What follows belongs to an exercise in optimizing a design on an open flow for small area, a short achievable clock period and few clock cycles per item; a production flow would make more cautious choices. At most, simulation tests tie the RTL to the original design; equivalence was not proved. Function not checked in runs 2 and 3: the RTL went through the layout flow alone. Power figures rest on the tool's default switching activity, not on a simulated workload.

`flow/run.sh`:
```
#!/bin/bash
# synth_recipe.tcl (not shown) runs the flow's synth.tcl, then flattens the netlist and writes it again
# the make line also repeats each setting of config.mk as NAME=value (left out here)
make -C /OpenROAD-flow-scripts/flow DESIGN_CONFIG=/design/flow/config.mk WORK_HOME=/design/flow/orfs CLKGATE_MAP_FILE= SYNTH_SCRIPT=/design/flow/synth_recipe.tcl finish
```
`flow/config.mk`:
```
export PLATFORM = sky130hd
export DESIGN_NAME = SystolicArrayAxiWrapper
export DESIGN_NICKNAME = SystolicArrayAxiWrapper
export VERILOG_FILES = /design/flow/design.v
export SDC_FILE = /design/flow/constraint.sdc
export NUM_CORES = 4
export LEC_CHECK = 0
export CAP_MARGIN = 20
export CORE_MARGIN = 2
export CORE_UTILIZATION = 40
export SLEW_MARGIN = 20
```
`flow/design.v`:
```
module InputBuffer #(DATA_WIDTH=24, ADDR_WIDTH=2)(
    input logic i_clk, i_rst_n,
    input logic i_rd, i_wr,
    input logic [DATA_WIDTH-1:0] i_wr_data,
    output logic [DATA_WIDTH-1:0] o_data,
    output logic o_is_empty,
    output logic o_is_full
);
logic [DATA_WIDTH-1:0] mem[(2**ADDR_WIDTH)-1:0];
logic [ADDR_WIDTH-1:0]rd_pntr, wr_pntr;
logic [ADDR_WIDTH-1:0] next_wr;
integer i;
always_ff @(posedge i_clk) begin
    if (!i_rst_n) begin
        for (i=0; i<(2**ADDR_WIDTH); ++i) begin
            mem[i] <= 0;
        end
        rd_pntr <= 0;
        wr_pntr <= 0;
    end
    else begin 
        if (i_rd && !o_is_empty) begin
            rd_pntr <= rd_pntr + 1;
        end
        if (i_wr && !o_is_full) begin
            mem[wr_pntr] <= i_wr_data;
            wr_pntr <= wr_pntr + 1;
        end
    end
end
assign o_data = mem[rd_pntr];
assign o_is_empty = (rd_pntr == wr_pntr);
assign next_wr = wr_pntr+1;
assign o_is_full = (next_wr == rd_pntr);
endmodule
`timescale 1ns / 1ps
module MAC(
input i_clk,
input i_rst_n,
input logic signed [7:0] i_a,
input logic signed [7:0] i_b,
output logic [7:0] o_x,
output logic [7:0] o_y,
output logic signed [15:0] o_out,
output logic [3:0] o_transaction_cnt
);
logic [7:0] x_d;
logic [7:0] y_d;
logic [15:0] out_d;
always_comb begin
    x_d = i_a;
    y_d = i_b;
end
always_comb begin
    out_d = i_a*i_b + o_out;
end
always @(posedge i_clk) begin
    if (!i_rst_n) begin
        o_transaction_cnt <= 0;
        o_x <= 0;
        o_y <= 0;
        o_out <= 0;
    end else begin
        o_x <= x_d;
        o_y <= y_d;
        o_out <= out_d;
        if (o_transaction_cnt != 7) begin
            o_transaction_cnt <= o_transaction_cnt + 1;
        end
    end
end
endmodule
`timescale 1ns / 1ps
module SystolicArray(
input logic i_clk,
input logic i_rst_n,
input logic [23:0] i_A,
input logic [23:0] i_B,
output logic [143:0] o_C,
output logic o_C_valid
);
logic [3:0] transaction_cnt;
assign o_C_valid = (transaction_cnt == 7) ? 1 : 0;
logic [7:0] A11;
logic [7:0] A21;
logic [7:0] A31;
logic [7:0] B11;
logic [7:0] B12;
logic [7:0] B13;
always_comb begin
    A11 = i_A[7:0];
    A21 = i_A[15:8];
    A31 = i_A[23:16]; 
    B11 = i_B[7:0];
    B12 = i_B[15:8];
    B13 = i_B[23:16]; 
end
logic [7:0] a11_12, a12_13,
            a21_22, a22_23,
            a31_32, a32_33,
            b11_21, b21_31,
            b12_22, b22_32,
            b13_23, b23_33;
logic [7:0] a21_buffer;
logic [7:0] a31_buffer1, a31_buffer2;
logic [7:0] b12_buffer;
logic [7:0] b13_buffer1, b13_buffer2;
always_ff @(posedge i_clk) begin
    if (!i_rst_n) begin
        a21_buffer <= 0;
        a31_buffer1 <= 0;
        a31_buffer2 <= 0;
        b12_buffer <= 0;
        b13_buffer1 <= 0;
        b13_buffer2 <= 0;
    end else begin
        a21_buffer <= A21;
        a31_buffer1 <= A31;
        a31_buffer2 <= a31_buffer1;
        b12_buffer <= B12;
        b13_buffer1 <= B13;
        b13_buffer2 <= b13_buffer1;
    end
end
MAC mac11 (i_clk, i_rst_n, A11, B11, a11_12, b11_21, o_C[15:0], transaction_cnt);
MAC mac12 (i_clk, i_rst_n, a11_12, b12_buffer, a12_13, b12_22, o_C[31:16]);
MAC mac13 (i_clk, i_rst_n, a12_13, b13_buffer2, , b13_23, o_C[47:32]);
MAC mac21 (i_clk, i_rst_n, a21_buffer, b11_21, a21_22, b21_31, o_C[63:48]);
MAC mac22 (i_clk, i_rst_n, a21_22, b12_22, a22_23, b22_32, o_C[79:64]);
MAC mac23 (i_clk, i_rst_n, a22_23, b13_23, , b23_33, o_C[95:80]);
MAC mac31 (i_clk, i_rst_n, a31_buffer2, b21_31, a31_32, , o_C[111:96]);
MAC mac32 (i_clk, i_rst_n, a31_32, b22_32, a32_33, , o_C[127:112]);
MAC mac33 (i_clk, i_rst_n, a32_33, b23_33, , , o_C[143:128]);
endmodule
module ArrayController(
    input logic i_clk,
    input logic i_rst_n,
    input logic s_axis_valid,
    output logic s_axis_ready,
    input logic m_axis_ready,
    output logic m_axis_valid,
    input logic buff_is_empty, buff_is_full,
    output logic buff_rst_n,
    output logic buff_rd, buff_wr,
    input logic arr_C_valid,
    output logic arr_rst_n
);
typedef enum {WAIT, FILL, PROCESS, OUT} states;
states PS, NS;
always_ff @(posedge i_clk) begin
    if (!i_rst_n) begin
        PS <= WAIT;
    end
    else begin
        PS <= NS;
    end
end
always_comb begin
    m_axis_valid = 0;
    buff_rst_n = 1;
    buff_rd = 0;
    buff_wr = 0;
    arr_rst_n = 1;
    case (PS)
        WAIT: begin
            buff_rst_n = 0;
            arr_rst_n = 0;
            if (s_axis_valid && !buff_is_full) begin
                buff_wr = 1;
                buff_rst_n = 1;
                NS = FILL;
            end
            else NS = WAIT;
        end
        FILL: begin
            if (!buff_is_full && s_axis_valid) begin
                buff_wr = 1;
                NS = FILL;
            end
            else if (buff_is_full) begin
                arr_rst_n = 0;
                buff_wr = 0;
                NS = PROCESS;
            end
            else begin
                buff_wr = 0;
                NS = FILL;
            end
        end
        PROCESS: begin
            if (!arr_C_valid && !buff_is_empty) begin
                buff_rd = 1;
                NS = PROCESS;
            end
            else if (!arr_C_valid) begin
            	buff_rd = 0;
				NS = PROCESS;
            end
            else begin
            	buff_rd = 0;
                NS = OUT;
            end        
        end
        OUT: begin
            m_axis_valid = 1;
            buff_rd = 0;
            if (!m_axis_ready) begin
                NS = OUT;
            end
            else begin
				buff_rst_n = 0;
                NS = WAIT;
            end
        end
        default: NS = WAIT;
    endcase
end
assign s_axis_ready = !buff_is_full && (PS == WAIT || PS == FILL);
endmodule
module SystolicArrayAxiWrapper(
    input axi_clk,
    input axi_rst_n,
    input s_axis_valid,
    input [47:0] s_axis_data,
    output s_axis_ready,
    output m_axis_valid,
    output [143:0] m_axis_data,
    input m_axis_ready
);
parameter DATA_WIDTH=24, ADDR_WIDTH=2;
logic buff_rst_n;
logic buff_rd, buff_wr;  
logic buff_rst_n_all;    
assign buff_rst_n_all = buff_rst_n && axi_rst_n;
logic [DATA_WIDTH-1:0] buff_wr_data_a, o_data_a;
logic o_is_empty_a, o_is_full_a;
assign buff_wr_data_a = s_axis_data[23:0];
InputBuffer #(DATA_WIDTH, ADDR_WIDTH) A_Buffer (
    axi_clk, 
    buff_rst_n_all,
    buff_rd, 
    buff_wr, 
    buff_wr_data_a, 
    o_data_a, 
    o_is_empty_a, 
    o_is_full_a
);
logic [DATA_WIDTH-1:0] buff_wr_data_b, o_data_b;
logic o_is_empty_b, o_is_full_b;
assign buff_wr_data_b = s_axis_data[47:24];
InputBuffer #(DATA_WIDTH, ADDR_WIDTH) B_Buffer (
    axi_clk, 
    buff_rst_n_all,
    buff_rd, 
    buff_wr, 
    buff_wr_data_b, 
    o_data_b, 
    o_is_empty_b, 
    o_is_full_b
);
logic arr_rst_n;
logic arr_C_valid;
SystolicArray Array(
    .i_clk (axi_clk),
    .i_rst_n (arr_rst_n),
    .i_A (o_data_a),
    .i_B (o_data_b),
    .o_C (m_axis_data),
    .o_C_valid (arr_C_valid)
);
logic buff_is_empty, buff_is_full;
assign buff_is_empty = o_is_empty_a || o_is_empty_b;
assign buff_is_full = o_is_full_a || o_is_full_b;
ArrayController Controller(
    .i_clk (axi_clk),
    .i_rst_n (axi_rst_n),
    .s_axis_valid (s_axis_valid),
    .s_axis_ready (s_axis_ready),
    .m_axis_ready (m_axis_ready),
    .m_axis_valid (m_axis_valid),
    .buff_is_empty (buff_is_empty), 
    .buff_is_full (buff_is_full),
    .buff_rst_n (buff_rst_n),
    .buff_rd (buff_rd), 
    .buff_wr (buff_wr),
    .arr_C_valid (arr_C_valid),
    .arr_rst_n (arr_rst_n)
);
endmodule
```
`flow/constraint.sdc`:
```
create_clock -name core_clock -period 6.5 [get_ports {axi_clk}]
set_input_delay 1.3000 -clock core_clock [delete_from_list [all_inputs] [get_ports {axi_clk}]]
set_output_delay 1.3000 -clock core_clock [all_outputs]
set_load 0.01 [all_outputs]
```
==> qor.yml, run 1 <==
status: "complete, no violations"
synth_top_cell_area_share_pct: 29.9
hp-start: "Array.b13_buffer1[1]"
hold_viol_final: 0
path_delay_family: "adder cells"
cts_setup_buffers: 0
syn_area_per_cell_sq_um: 10.8
path_max_fanout: 9
nets: 5175
rsz0062_at_grt: "no"
fin_crit_sh_pct: 89.4
drtPass1Iterations: 5
grt_pass1_vias: 28800
intPower_uw: 6290
r2r_cells: 15
critPathArrivalTime_ns: 6.36
power_frac_seq_pct: 41.8
fp-row-count: 119
finalSetupTns_ns: 0
fill_cells: 9798
start_util_pct: 40.5
cp_slowest_cell: "mux4_2"
clk_path_buf_depth: 3
maxSlewHeadroom_pct: 28.8
route.met2.wl_microns: 46400
max_freq_mhz: 172
wire_per_inst_microns: 17.5
syn_inst: 3949
yosysSeqAreaShare_pct: 27.8
yosys-top-cells-area: "fa_1, dfxtp_1, edfxtp_1"
antenna_found_initial: 1
cts_resized: 0
drv_cap: 0
cpPeakStageDelay_ns: 0.68
cts_tree: "done"
grt_usage_pct: 18.6
diodes: 0
required_ns: 7.05
power_frac_comb_pct: 19.4
met3_length_microns: 4990
slew_violations: 0
core_sq_um: 106000
switchingPower_uw: 2640
regToRegEndpoint: "Array.mac11.o_out[13]"
vdd_drop_max_uv: 209
path_buf_inv: 2
synth_seq_cells: 498
drcViolationCount: 0
crit_type: "reg -> reg"
ctsHoldBuffers: 0
p_leak_uw: 0.0235
grt_pass1_wl_microns: 159000
top_layer_used: "met4"
clock-sinks: 498
dpl.hpwl_microns: 77000
worst_slew_pin_slew_ns: 1.07
syn-num-nets: 4978
gp_congestion: 0.820
place_area_sq_um: 46400
switching_share_pct: 29.5
vias: 26700
drtIter0Drc: 1243
grt_max_degree: 93
setup_viol: 0
holdPathStages: 1
synthDistinctLibCells: 53
io_pins: 198
rrSetupSlack_ns: 0.69
drt_wl_total_microns: 97700
critPathLaunchType: "register"
grt_overflow: 0
numCtsBuffers: 60
die_area_sq_um: 109000
crit_chain: "mux4_2, and2_1, inv_1, fa_1, inv_1, fa_1, fa_1, fa_1, fa_1, ha_1, a2111oi_0, o21ai_0, a41oi_1, xor2_1, nor2_1"
clockPowerShare_pct: 38.8
min_period_ns: 5.81
viasPerCell: 4.77
yosysWarnings: 4
clk_latency_ns: 0.68
synth_top_area_cell: "fa_1"
route.antenna.remaining_nets: 0
final_area_sq_um: 48400
drive_gt1_share_pct: 4.48
die_w_microns: 331
synthFlopType: "dfxtp_1"
wirelength_met1_microns: 44500
hold_class: "reg -> reg"
synth_area_sq_um: 42700
clkSlewWorstSetupHoldPaths_ns: 0.06
synth-edff-count: 192
htree_levels: 2
min_delay_worst_endpoint: "Array.b13_buffer2[1]"
port_buffers: 197
cp-end-kind: "register"
die_height_microns: 331
power_density_nw_per_um2: 184
area_growth_pct: 13.3
fin_cells: 5589
cpMostUsedCell: "fa_1"
skew_ns: 0.0417
root_buffer: "clkbuf_16"
ys_async_sr_fraction_pct: 0
placed_cells: 5475
## per-stage QoR
stage          setup slack, ns  hold WS (ns)  util, %  total power [uW]
3_3_place_gp             0.860         0.412     43.9              5500
2_1_floorplan             1.00         0.406        -              4880
4_1_cts                  0.679         0.430     45.9              9070
3_5_place_dp             0.729         0.416     43.9              5540
6_report                 0.690         0.430     45.9              8930
5_1_grt                  0.273         0.460     45.9              9440
## worst register-to-register path: stages, from the launching register on
cell	delay, ns
dfxtp_1	0.65
mux4_2	0.69
and2_1	0.41
inv_1	0.15
fa_1	0.41
inv_1	0.08
fa_1	0.44
fa_1	0.56
fa_1	0.43
fa_1	0.38
ha_1	0.26
a2111oi_0	0.40
o21ai_0	0.29
a41oi_1	0.31
xor2_1	0.18
nor2_1	0.06
## power groups by stage
stage | Clock [uW] | Combinational (uW) | Sequential [uW]
after detailed placement | 0 | 1740 | 3800
after global placement | 0 | 1710 | 3800
final | 3470 | 1730 | 3730
after global routing | 3700 | 1990 | 3760
after CTS | 3580 | 1750 | 3730
after floorplan | 0 | 1200 | 3680
## synth_stat cells, drive strengths merged, types with 5 or more instances
cell    instances
o21a           24
nor2b           5
mux4           47
clkbuf         65
a21oi          67
nor3           33
a21boi          7
nand3           8
xor2           46
a31oi          10
edfxtp        192
buf            12
dfxtp         306
ha            338
a31o            6
nor2          170
o21ai          54
a21o           43
o21bai         13
nand2         232
and2          701
nand4           8
nand2b         30
inv           707
fa            639
xnor2         139
and3            6
## cell type report
type	instances	area, sq um	share of cell area (%)
flip-flops and latches	498	11900	24.6
inverters	707	2650	5.48
clock inverters	42	477	0.984
clock buffers	72	1580	3.26
repair buffers	212	2080	4.30
multi-input cells	2667	28000	57.8
well taps	1391	1740	3.59
## worst max path at each step
stage                         from  slack [ns]  cells past startpoint               endpoint
after floorplan           register        1.00                     18  Array.mac11.o_out[14]
after global placement    register        0.86                     16  Array.mac11.o_out[14]
after detailed placement  register        0.73                     16  Array.mac11.o_out[12]
after CTS                 register        0.68                     15  Array.mac11.o_out[13]
after global routing      register        0.27                     15  Array.mac11.o_out[13]
final                     register        0.69                     15  Array.mac11.o_out[13]
## state kept, by name (all words and copies together), names as in the netlist, 16 cells and up, named ones only
name and count:
A_Buffer.mem 96, Array.mac11.o_out 16, Array.mac12.o_out 16, Array.mac13.o_out 16, Array.mac21.o_out 16, Array.mac22.o_out 16
Array.mac23.o_out 16, Array.mac31.o_out 16, Array.mac32.o_out 16, Array.mac33.o_out 16, B_Buffer.mem 96
## layer usage
metal  vias to the layer above  global-route usage (%)
met1                     13500                    25.1
met3                       105                    3.68
li1                      12600                       -
met4                         0                    3.93
met5                         -                       0
met2                       464                    31.0
## cell families after synthesis
| kind of cell | Yosys count | share of synthesized area (%) |
|---|---|---|
| mux | 52 | 2.60 |
| fa+ha+maj | 977 | 39.8 |
| xor+xnor | 185 | 3.81 |
| simple gates | 1203 | 15.2 |
| compound gates | 250 | 3.78 |
| buf+inv | 784 | 6.95 |
| flops | 498 | 27.8 |
## cells in the final DEF (no fill, tap or decap), types with 9 or more instances in the layout
cell type and count:
a21oi_1 66, buf_4 15, clkdlybuf4s50_1 197, o21bai_1 13, o21a_1 24, xor2_1 45, clkbuf_16 60, nor3_1 31
mux4_2 47, nand2_1 232, edfxtp_1 192, clkbuf_1 9, and2_1 701, clkinv_1 9, a21o_1 42, fa_1 639
o21ai_0 47, nand2b_1 30, inv_1 707, ha_1 338, dfxtp_1 306, a31oi_1 10, xnor2_1 139, nor2_1 168
clkinv_2 18
Testbench counts, summed over its fixed seeds: cycles 4,160, items 320.
==> run 2, diff against run 1 <==
==> flow/design.v (replaced) <==
module SystolicArrayAxiWrapper(
    input axi_clk,
    input axi_rst_n,
    input s_axis_valid,
    input [47:0] s_axis_data,
    output s_axis_ready,
    output m_axis_valid,
    output [143:0] m_axis_data,
    input m_axis_ready
);
logic [1:0] beat;      
logic       ovalid;    
logic [15:0] acc [0:8];
wire fire = s_axis_valid && s_axis_ready;
wire first = (beat == 2'd0);
assign s_axis_ready = !ovalid || m_axis_ready;
assign m_axis_valid = ovalid;
always_ff @(posedge axi_clk) begin
    if (!axi_rst_n) begin
        beat <= 2'd0;
        ovalid <= 1'b0;
    end else begin
        if (fire) beat <= (beat == 2'd2) ? 2'd0 : beat + 2'd1;
        if (fire && beat == 2'd2) ovalid <= 1'b1;
        else if (m_axis_ready) ovalid <= 1'b0;
    end
end
genvar i, j;
generate
    for (i = 0; i < 3; i++) begin : g_row
        for (j = 0; j < 3; j++) begin : g_col
            wire signed [7:0] a = s_axis_data[8*i +: 8];
            wire signed [7:0] b = s_axis_data[24 + 8*j +: 8];
            always_ff @(posedge axi_clk) begin
                if (fire) acc[3*i+j] <= (first ? 16'd0 : acc[3*i+j]) + 16'(a * b);
            end
            assign m_axis_data[16*(3*i+j) +: 16] = acc[3*i+j];
        end
    end
endgenerate
endmodule
==> qor.yml, run 2 <==
r2r_cells: 18  # was 15
final_common_cell: "fa_1"  # was inv_1
nets: 4245  # was 5,175
holdPathStages: 2  # was 1
synthAdderAreaFrac_pct: 54.6  # was 39.8%
synthTopCellsByCount: "fa_1, inv_1, and2_1"  # was inv_1, and2_1, fa_1
synth.most_common_cell: "fa_1"  # was inv_1
viasPerCell: 4.84  # was 4.77
setup_viol: 0  # unchanged
gp_congestion: 0.808  # was 0.820
clkSlewWorstSetupHoldPaths_ns: 0.08  # was 0.06 ns
io_pins: 198  # unchanged
fin_cells: 4275  # was 5,589
required_ns: 6.76  # was 7.05 ns
p_leak_uw: 0.0174  # was 0.0235 uW
root_buffer: "clkbuf_16"  # unchanged
grt_max_degree: 69  # was 93
rsz0062_at_grt: "no"  # unchanged
route.antenna.remaining_nets: 0  # unchanged
largest_register_ffs: 144
path_buf_inv: 3  # was 2
fp-row-count: 102  # was 119
yosys.area_share.simple_pct: 13.3  # was 15.2%
synth_top_cell_area_share_pct: 41.2  # was 29.9%
cp-end-kind: "register"  # unchanged
synth_top_area_cell: "fa_1"  # unchanged
synth_compound_area_share_pct: 4.18  # was 3.78%
status: "complete, no violations"  # unchanged
ys_async_sr_fraction_pct: 0  # unchanged
worst_slew_pin_slew_ns: 0.707  # was 1.07 ns
drive_gt1_share_pct: 4.51  # was 4.48%
core_sq_um: 77100  # was 106,000 sq um
crit_chain: "clkdlybuf4s50_1, inv_1, fa_1, fa_1, fa_1, fa_1, fa_1, inv_1, ha_1, o21ai_0, o21ai_1, a21oi_1, o21ai_1, a31oi_1, xnor2_1"  # was mux4_2, and2_1, inv_1, fa_1, inv_1, fa_1, fa_1, fa_1, fa_1, ha_1, a2111oi_0, o21ai_0, a41oi_1, xor2_1, nor2_1
crit_type: "in -> reg"  # was reg -> reg
top_regs: "acc: 144 flops, beat: 2 flops, ovalid: 1 flops"  # was A_Buffer.mem: 96 flops, B_Buffer.mem: 96 flops
path_max_fanout: 6  # was 9
die_w_microns: 283  # was 331 microns
synth-edff-count: 144  # was 192
drt_wl_total_microns: 72000  # was 97,700 microns
hold_class: "reg -> reg"  # unchanged
slew_violations: 0  # unchanged
synth_seq_cells: 147  # was 498
cp_slowest_cell: "fa_1"  # was mux4_2
grt_usage_pct: 19.6  # was 18.6%
final_area_sq_um: 35700  # was 48,400 sq um
hold_viol_final: 0  # unchanged
area_growth_pct: 15.0  # was 13.3%
start_util_pct: 40.3  # was 40.5%
dpl.hpwl_microns: 57700  # was 77,000 microns
wire_per_inst_microns: 16.8  # was 17.5 microns
syn-num-nets: 4052  # was 4,978
critPathLaunchType: "input pin"  # was register
min_period_ns: 5.86  # was 5.81 ns
clock-sinks: 147  # was 498
layout_common_cells: "fa_1, inv_1, and2_1"  # was inv_1, and2_1, fa_1
clk_path_buf_depth: 2  # was 3
placed_cells: 4242  # was 5,475
vdd_drop_max_uv: 334  # was 209 uV
cp_num_cells: 15  # unchanged
fill_cells: 7384  # was 9,798
grt_pass1_wl_microns: 120000  # was 159,000 microns
synth_area_sq_um: 31000  # was 42,700 sq um
numCtsBuffers: 17  # was 60
grt_overflow: 0  # unchanged
cpMostUsedCell: "fa_1"  # unchanged
die_height_microns: 283  # was 331 microns
vias: 20700  # was 26.7k
fin_crit_sh_pct: 90.1  # was 89.4%
drtPass1Iterations: 6  # was 5
finalSetupTns_ns: 0  # unchanged
critPathArrivalTime_ns: 6.11  # was 6.36 ns
power_density_nw_per_um2: 459  # was 184 nW/um^2
synth_xor_area_share_pct: 5.16  # was 3.81%
yosys-top-cells-area: "fa_1, edfxtp_1, ha_1"  # was fa_1, dfxtp_1, edfxtp_1
drtIter0Drc: 875  # was 1,243
yosysWarnings: 2  # was 4
cts_resized: 0  # unchanged
syn_inst: 3028  # was 3,949
drv_cap: 0  # unchanged
place_area_sq_um: 35100  # was 46,400 sq um
largest_register: "acc"
synth_top_family_by_area: "adder cells"  # unchanged
yosysSeqAreaShare_pct: 14.1  # was 27.8%
skew_ns: 0.0166  # was 0.0417 ns
synthFlopType: "edfxtp_1"  # was dfxtp_1
clk_latency_ns: 0.50  # was 0.68 ns
drcViolationCount: 0  # unchanged
die_area_sq_um: 79800  # was 109,000 sq um
cts_tree: "done"  # unchanged
maxSlewHeadroom_pct: 52.9  # was 28.8%
htree_levels: 4  # was 2
place_ws_ns: 0.142  # was 0.729 ns
synth.mux.area_fraction_pct: 0  # was 2.60%
max_freq_mhz: 171  # was 172 MHz
cpPeakStageDelay_ns: 0.63  # was 0.68 ns
setup_ws_ns: 0.642  # was 0.690 ns
port_buffers: 197  # unchanged
syn_area_per_cell_sq_um: 10.2  # was 10.8 sq um
synthDistinctLibCells: 46  # was 53
ctsHoldBuffers: 0  # unchanged
cts_setup_buffers: 0  # unchanged
antenna_found_initial: 1  # unchanged
path_delay_family: "adder cells"  # unchanged
grt_pass1_vias: 22400  # was 28.8k
==> run 2: cell count changes in the layout (fill, tap and decap cells not counted), moves of 45 or more <==
| cell | before | now |
|---|---|---|
| nand2_1 | 232 | 322 |
| and2_1 | 701 | 361 |
| inv_1 | 707 | 594 |
| nor2_1 | 168 | 95 |
| dfxtp_1 | 306 | 3 |
| mux4_2 | 47 | 0 |
| edfxtp_1 | 192 | 144 |
| buf_12 | 0 | 45 |
==> run 2: worst paths after layout <==
check                       start  slack (ns)    endpoint
hold / removal            beat[1]        0.53      ovalid
hold reg to reg           beat[1]        0.53      ovalid
setup reg to reg          beat[1]        0.79  acc[7][15]
setup / recovery  s_axis_data[39]        0.64  acc[7][15]
==> run 2: where the power goes <==
group | internal, uW | leakage, uW | total, uW | switching [uW]
Combinational | 6130 | 0.0157 | 12800 | 6670
Sequential | 2190 | 0.00144 | 2540 | 342
Clock | 540 | 0.000271 | 1030 | 494
Total | 8860 | 0.0174 | 16400 | 7510
==> run 2: cell families after synthesis <==
| logic type | Yosys count |
|---|---|
| buffers and inverters | 707 |
| AND/OR/NAND/NOR | 830 |
| adder cells (fa/ha/maj) | 972 |
| flip-flops | 147 |
| XOR/XNOR | 183 |
| AO/OA/AOI/OAI | 189 |
==> run 2: tightest hold or removal path: cells and delay by family (launching register included) <==
kind	cells	cell delay, ns
AO/OA/AOI/OAI	1	0.07
flip-flops	1	0.33
AND/OR/NAND/NOR	1	0.08
==> run 2: layout make-up <==
cell class,count,area (sq um),area share [%]
sequential,147,4380,12.3
multi-input combinational,2174,24000,67.2
clock buffer,19,443,1.24
antenna,1,2.50,0.00701
inverter,595,2240,6.27
timing repair buffer,286,3200,8.97
clock inverter,13,124,0.347
tap,1040,1300,3.65
==> run 2: through the flow <==
| stage | utilization, % | hold WS, ns | total power [uW] |
|---|---|---|---|
| after global routing | 46.3 | 0.562 | 18500 |
| after global placement | 45.6 | 0.518 | 15300 |
| after detailed placement | 45.6 | 0.518 | 15400 |
| after CTS | 46.3 | 0.531 | 16700 |
| after floorplan | - | 0.490 | 12100 |
| final | 46.3 | 0.529 | 16400 |
==> run 2: layer usage <==
| metal | up-vias | global-route usage (%) | share of wire, % |
|---|---|---|---|
| li1 | 9560 | - | - |
| met1 | 10800 | 27.0 | 46 |
| met5 | - | 0 | 0 |
| met2 | 310 | 32.6 | 48 |
| met3 | 54 | 2.49 | 3.7 |
| met4 | 0 | 4.99 | 1.7 |
==> run 3, diff against run 2 <==
==> flow/design.v (replaced) <==
module SystolicArrayAxiWrapper(
    input axi_clk,
    input axi_rst_n,
    input s_axis_valid,
    input [47:0] s_axis_data,
    output s_axis_ready,
    output m_axis_valid,
    output [143:0] m_axis_data,
    input m_axis_ready
);
logic [1:0]  beat_in;   
logic        v1;        
logic        f1, l1;    
logic [47:0] d1;
logic        ovalid;    
logic [15:0] acc [0:8];
wire stall2 = f1 && ovalid && !m_axis_ready;
wire go2 = v1 && !stall2;
assign s_axis_ready = !(v1 && stall2);
assign m_axis_valid = ovalid;
wire fire = s_axis_valid && s_axis_ready;
always_ff @(posedge axi_clk) begin
    if (!axi_rst_n) begin
        beat_in <= 2'd0;
        v1 <= 1'b0;
        ovalid <= 1'b0;
    end else begin
        if (fire) beat_in <= (beat_in == 2'd2) ? 2'd0 : beat_in + 2'd1;
        if (s_axis_ready) v1 <= s_axis_valid;
        if (go2 && l1) ovalid <= 1'b1;
        else if (m_axis_ready) ovalid <= 1'b0;
    end
end
always_ff @(posedge axi_clk) begin
    if (s_axis_ready) begin
        d1 <= s_axis_data;
        f1 <= (beat_in == 2'd0);
        l1 <= (beat_in == 2'd2);
    end
end
genvar i, j;
generate
    for (i = 0; i < 3; i++) begin : g_row
        for (j = 0; j < 3; j++) begin : g_col
            wire signed [7:0] a = d1[8*i +: 8];
            wire signed [7:0] b = d1[24 + 8*j +: 8];
            always_ff @(posedge axi_clk) begin
                if (go2) acc[3*i+j] <= (f1 ? 16'd0 : acc[3*i+j]) + 16'(a * b);
            end
            assign m_axis_data[16*(3*i+j) +: 16] = acc[3*i+j];
        end
    end
endgenerate
endmodule
==> qor.yml, run 3 <==
synthDistinctLibCells: 58  # was 46
drtIter0Drc: 1073  # was 875
yosys-top-cells-area: "fa_1, edfxtp_1, ha_1"  # unchanged
power_frac_comb_pct: 76.7  # was 78.2%
syn_inst: 3158  # was 3,028
fin_crit_sh_pct: 87.6  # was 90.1%
skew_ns: 0.0167  # was 0.0166 ns
clock-sinks: 198  # was 147
hold_class: "reg -> reg"  # unchanged
top_regs: "acc: 144 flops, d1: 48 flops, beat_in: 2 flops"  # was acc: 144 flops, beat: 2 flops, ovalid: 1 flops
critPathArrivalTime_ns: 6.06  # was 6.11 ns
hp-start: "beat_in[1]"  # was beat[1]
r2r_cells: 17  # was 18
critPathLaunchType: "register"  # was input pin
reg2reg_from: "f1"  # was beat[1]
synth_compound_area_share_pct: 3.62  # was 4.18%
synth-edff-count: 194  # was 144
ctsHoldBuffers: 0  # unchanged
largest_register: "acc"  # unchanged
switchingPower_uw: 8140  # was 7510 uW
final_common_cell: "fa_1"  # unchanged
slew_violations: 0  # unchanged
route.antenna.remaining_nets: 0  # unchanged
holdWs_ns: 0.496  # was 0.529 ns
maxSlewHeadroom_pct: 26.3  # was 52.9%
synthAdderAreaFrac_pct: 51.2  # was 54.6%
gp_congestion: 0.819  # was 0.808
clockPowerShare_pct: 6.6  # was 6.3%
largest_register_ffs: 144  # unchanged
clk_path_buf_depth: 2  # unchanged
wire_per_inst_microns: 17.8  # was 16.8 microns
numCtsBuffers: 17  # unchanged
finalSetupTns_ns: 0  # unchanged
die_area_sq_um: 85100  # was 79,800 sq um
synth_seq_cells: 198  # was 147
crit_type: "reg -> reg"  # was in -> reg
rsz0062_at_grt: "no"  # unchanged
cts_tree: "done"  # unchanged
hold_viol_final: 0  # unchanged
power_density_nw_per_um2: 476  # was 459 nW/um^2
drv_cap: 0  # unchanged
clk_latency_ns: 0.53  # was 0.50 ns
clkSlewWorstSetupHoldPaths_ns: 0.09  # was 0.08 ns
synth_area_sq_um: 33100  # was 31,000 sq um
final_area_sq_um: 37100  # was 35,700 sq um
syn_area_per_cell_sq_um: 10.5  # was 10.2 sq um
nets: 4350  # was 4,245
min_delay_worst_endpoint: "beat_in[1]"  # was ovalid
regToRegEndpoint: "acc[7][14]"  # was acc[7][15]
die_w_microns: 292  # was 283 microns
drt_wl_total_microns: 78300  # was 72,000 microns
drive_gt1_share_pct: 3.20  # was 4.51%
status: "complete, no violations"  # unchanged
grt_usage_pct: 19.7  # was 19.6%
yosysSeqAreaShare_pct: 17.8  # was 14.1%
synth_top_family_by_area: "adder cells"  # unchanged
grt_max_degree: 145  # was 69
required_ns: 6.87  # was 6.76 ns
post-route-util_pct: 45.3  # was 46.3%
min_period_ns: 5.69  # was 5.86 ns
viasPerCell: 4.89  # was 4.84
synthTopCellsByCount: "fa_1, inv_1, ha_1"  # was fa_1, inv_1, and2_1
fp-row-count: 105  # was 102
switching_share_pct: 46.0  # was 45.9%
grt_overflow: 0  # unchanged
cp-end-kind: "register"  # unchanged
worst_slew_pin_slew_ns: 1.10  # was 0.707 ns
io_pins: 198  # unchanged
path_max_fanout: 19  # was 6
dpl.hpwl_microns: 61500  # was 57,700 microns
die_height_microns: 292  # was 283 microns
place_area_sq_um: 36500  # was 35,100 sq um
core_sq_um: 82000  # was 77,100 sq um
rrSetupSlack_ns: 0.81  # was 0.79 ns
cts_resized: 0  # unchanged
yosys.area_share.simple_pct: 14.2  # was 13.3%
synth_top_area_cell: "fa_1"  # unchanged
antenna_found_initial: 0  # was 1
grt_pass1_wl_microns: 130000  # was 120,000 microns
htree_levels: 4  # unchanged
ys_async_sr_fraction_pct: 0  # unchanged
yosysWarnings: 2  # unchanged
power_frac_seq_pct: 16.7  # was 15.5%
max_freq_mhz: 176  # was 171 MHz
synth.mux.area_fraction_pct: 0.155  # was 0%
syn-num-nets: 4182  # was 4,052
root_buffer: "clkbuf_16"  # unchanged
setup_viol: 0  # unchanged
port_buffers: 197  # unchanged
p_leak_uw: 0.0174  # about the same
drcViolationCount: 0  # unchanged
grt_pass1_vias: 23300  # was 22.4k
intPower_uw: 9540  # was 8860 uW
area_growth_pct: 12.1  # was 15.0%
start_util_pct: 40.4  # was 40.3%
vdd_drop_max_uv: 260  # was 334 uV
synth_xor_area_share_pct: 4.76  # was 5.16%
layout_common_cells: "fa_1, inv_1, ha_1"  # was fa_1, inv_1, and2_1
synth_top_cell_area_share_pct: 38.6  # was 41.2%
cts_setup_buffers: 0  # unchanged
holdPathStages: 2  # unchanged
drtPass1Iterations: 5  # was 6
synthFlopType: "edfxtp_1"  # unchanged
vias: 21600  # was 20.7k
synth.most_common_cell: "fa_1"  # unchanged
## run 3: through the flow
step / instances / power (uW) / worst slack [ns]
floorplan: 3158 / 13200 / 0.800
global placement: 4377 / 16400 / 0.921
detailed placement: 4377 / 16500 / 0.779
CTS: 4409 / 17900 / 0.765
global route: 4409 / 19800 / 0.459
finish: 4411 / 17700 / 0.808
## run 3: critical path, cell delays in order (launching register included)
cell and delay, ns:
edfxtp_1 1.04, buf_4 0.39, nand2b_1 0.17, fa_1 0.39, inv_1 0.08, fa_1 0.43, ha_1 0.29, inv_1 0.04
fa_1 0.47, inv_1 0.04, ha_1 0.26, ha_1 0.24, fa_1 0.47, a21o_2 0.21, a211oi_1 0.38, o21ai_0 0.24
a211o_1 0.30, o211ai_1 0.09
## run 3: final cells by class
cell class	count	area, sq um
multi-input combinational	2239	24500
sequential	198	5910
antenna	2	5.00
inverter	609	2290
clock inverter	12	138
tap	1070	1340
fill	7856	44900
clock buffer	20	457
timing repair buffer	261	2480
## run 3: power groups by stage
stage / clock network [uW] / registers, uW / logic [uW]
global route: 1250 / 3000 / 15600
global placement: 0 / 3000 / 13400
CTS: 1210 / 2970 / 13700
detailed placement: 0 / 2980 / 13500
floorplan: 0 / 2880 / 10300
finish: 1170 / 2950 / 13600
## run 3: per-layer routing
layer,up-vias,wire length (microns),track usage [%],share of wire [%]
li1,9985,-,-,-
met1,11100,37600,28.7,48
met2,371,36500,31.3,47
met3,55,2750,2.44,3.5
met4,0,1440,4.80,1.8
met5,-,0,0,0
## run 3: kinds of logic after synthesis
kind of cell	after synthesis
AO/OA/AOI/OAI	179
multiplexers	5
adder cells (fa/ha/maj)	972
flip-flops	198
XOR/XNOR	180
buffers and inverters	721
AND/OR/NAND/NOR	903
## run 3: worst max path at each step
stage            startpoint    endpoint  slack (ns)  cells past startpoint
2_1_floorplan  m_axis_ready   acc[0][0]        0.80                      2
3_3_place_gp          d1[7]  acc[1][15]        0.92                     14
3_5_place_dp          d1[7]  acc[1][15]        0.78                     14
4_1_cts               d1[7]  acc[1][15]        0.77                     14
5_1_grt               d1[7]  acc[1][15]        0.46                     14
6_report                 f1  acc[7][14]        0.81                     17

## afterwards: timing with drivers on the ports
No port has a modelled driver above. Below, the same layouts with a new extraction and two added sets of constraints.
Step 1 (the two cells are an assumption about what drives the block):
set clk [get_ports {axi_clk}]
set_driving_cell -lib_cell sky130_fd_sc_hd__clkbuf_16 $clk
set_driving_cell -lib_cell sky130_fd_sc_hd__buf_2 [delete_from_list [all_inputs] $clk]
Step 2, shift: input delay + t, output delay - t, t = (earliest + latest rising clock arrival at the registers) / 2. This alone moves slack from input paths to output paths.
Three values: ideal ports, drivers, drivers and shift; two values: the first two.
| run | t, ns | setup WS [ns] | clock arrival spread, ns | worst register clock-pin slew, ns |
|---|---|---|---|---|
| run 1 | 0.726 | 0.690 / 0.690 / 0.690 | 0.042 / 0.042 | 0.06 / 0.06 |
| run 2 | 0.552 | 0.642 / 0.677 / 0.126 | 0.019 / 0.019 | 0.08 / 0.08 |
| run 3 | 0.581 | 0.808 / 0.808 / 0.808 | 0.017 / 0.017 | 0.09 / 0.09 |
After both steps setup and hold are still met in every run listed. The setup slack of run 2, which loses most, moves by +0.035 ns with the drivers and by -0.516 ns with both steps.
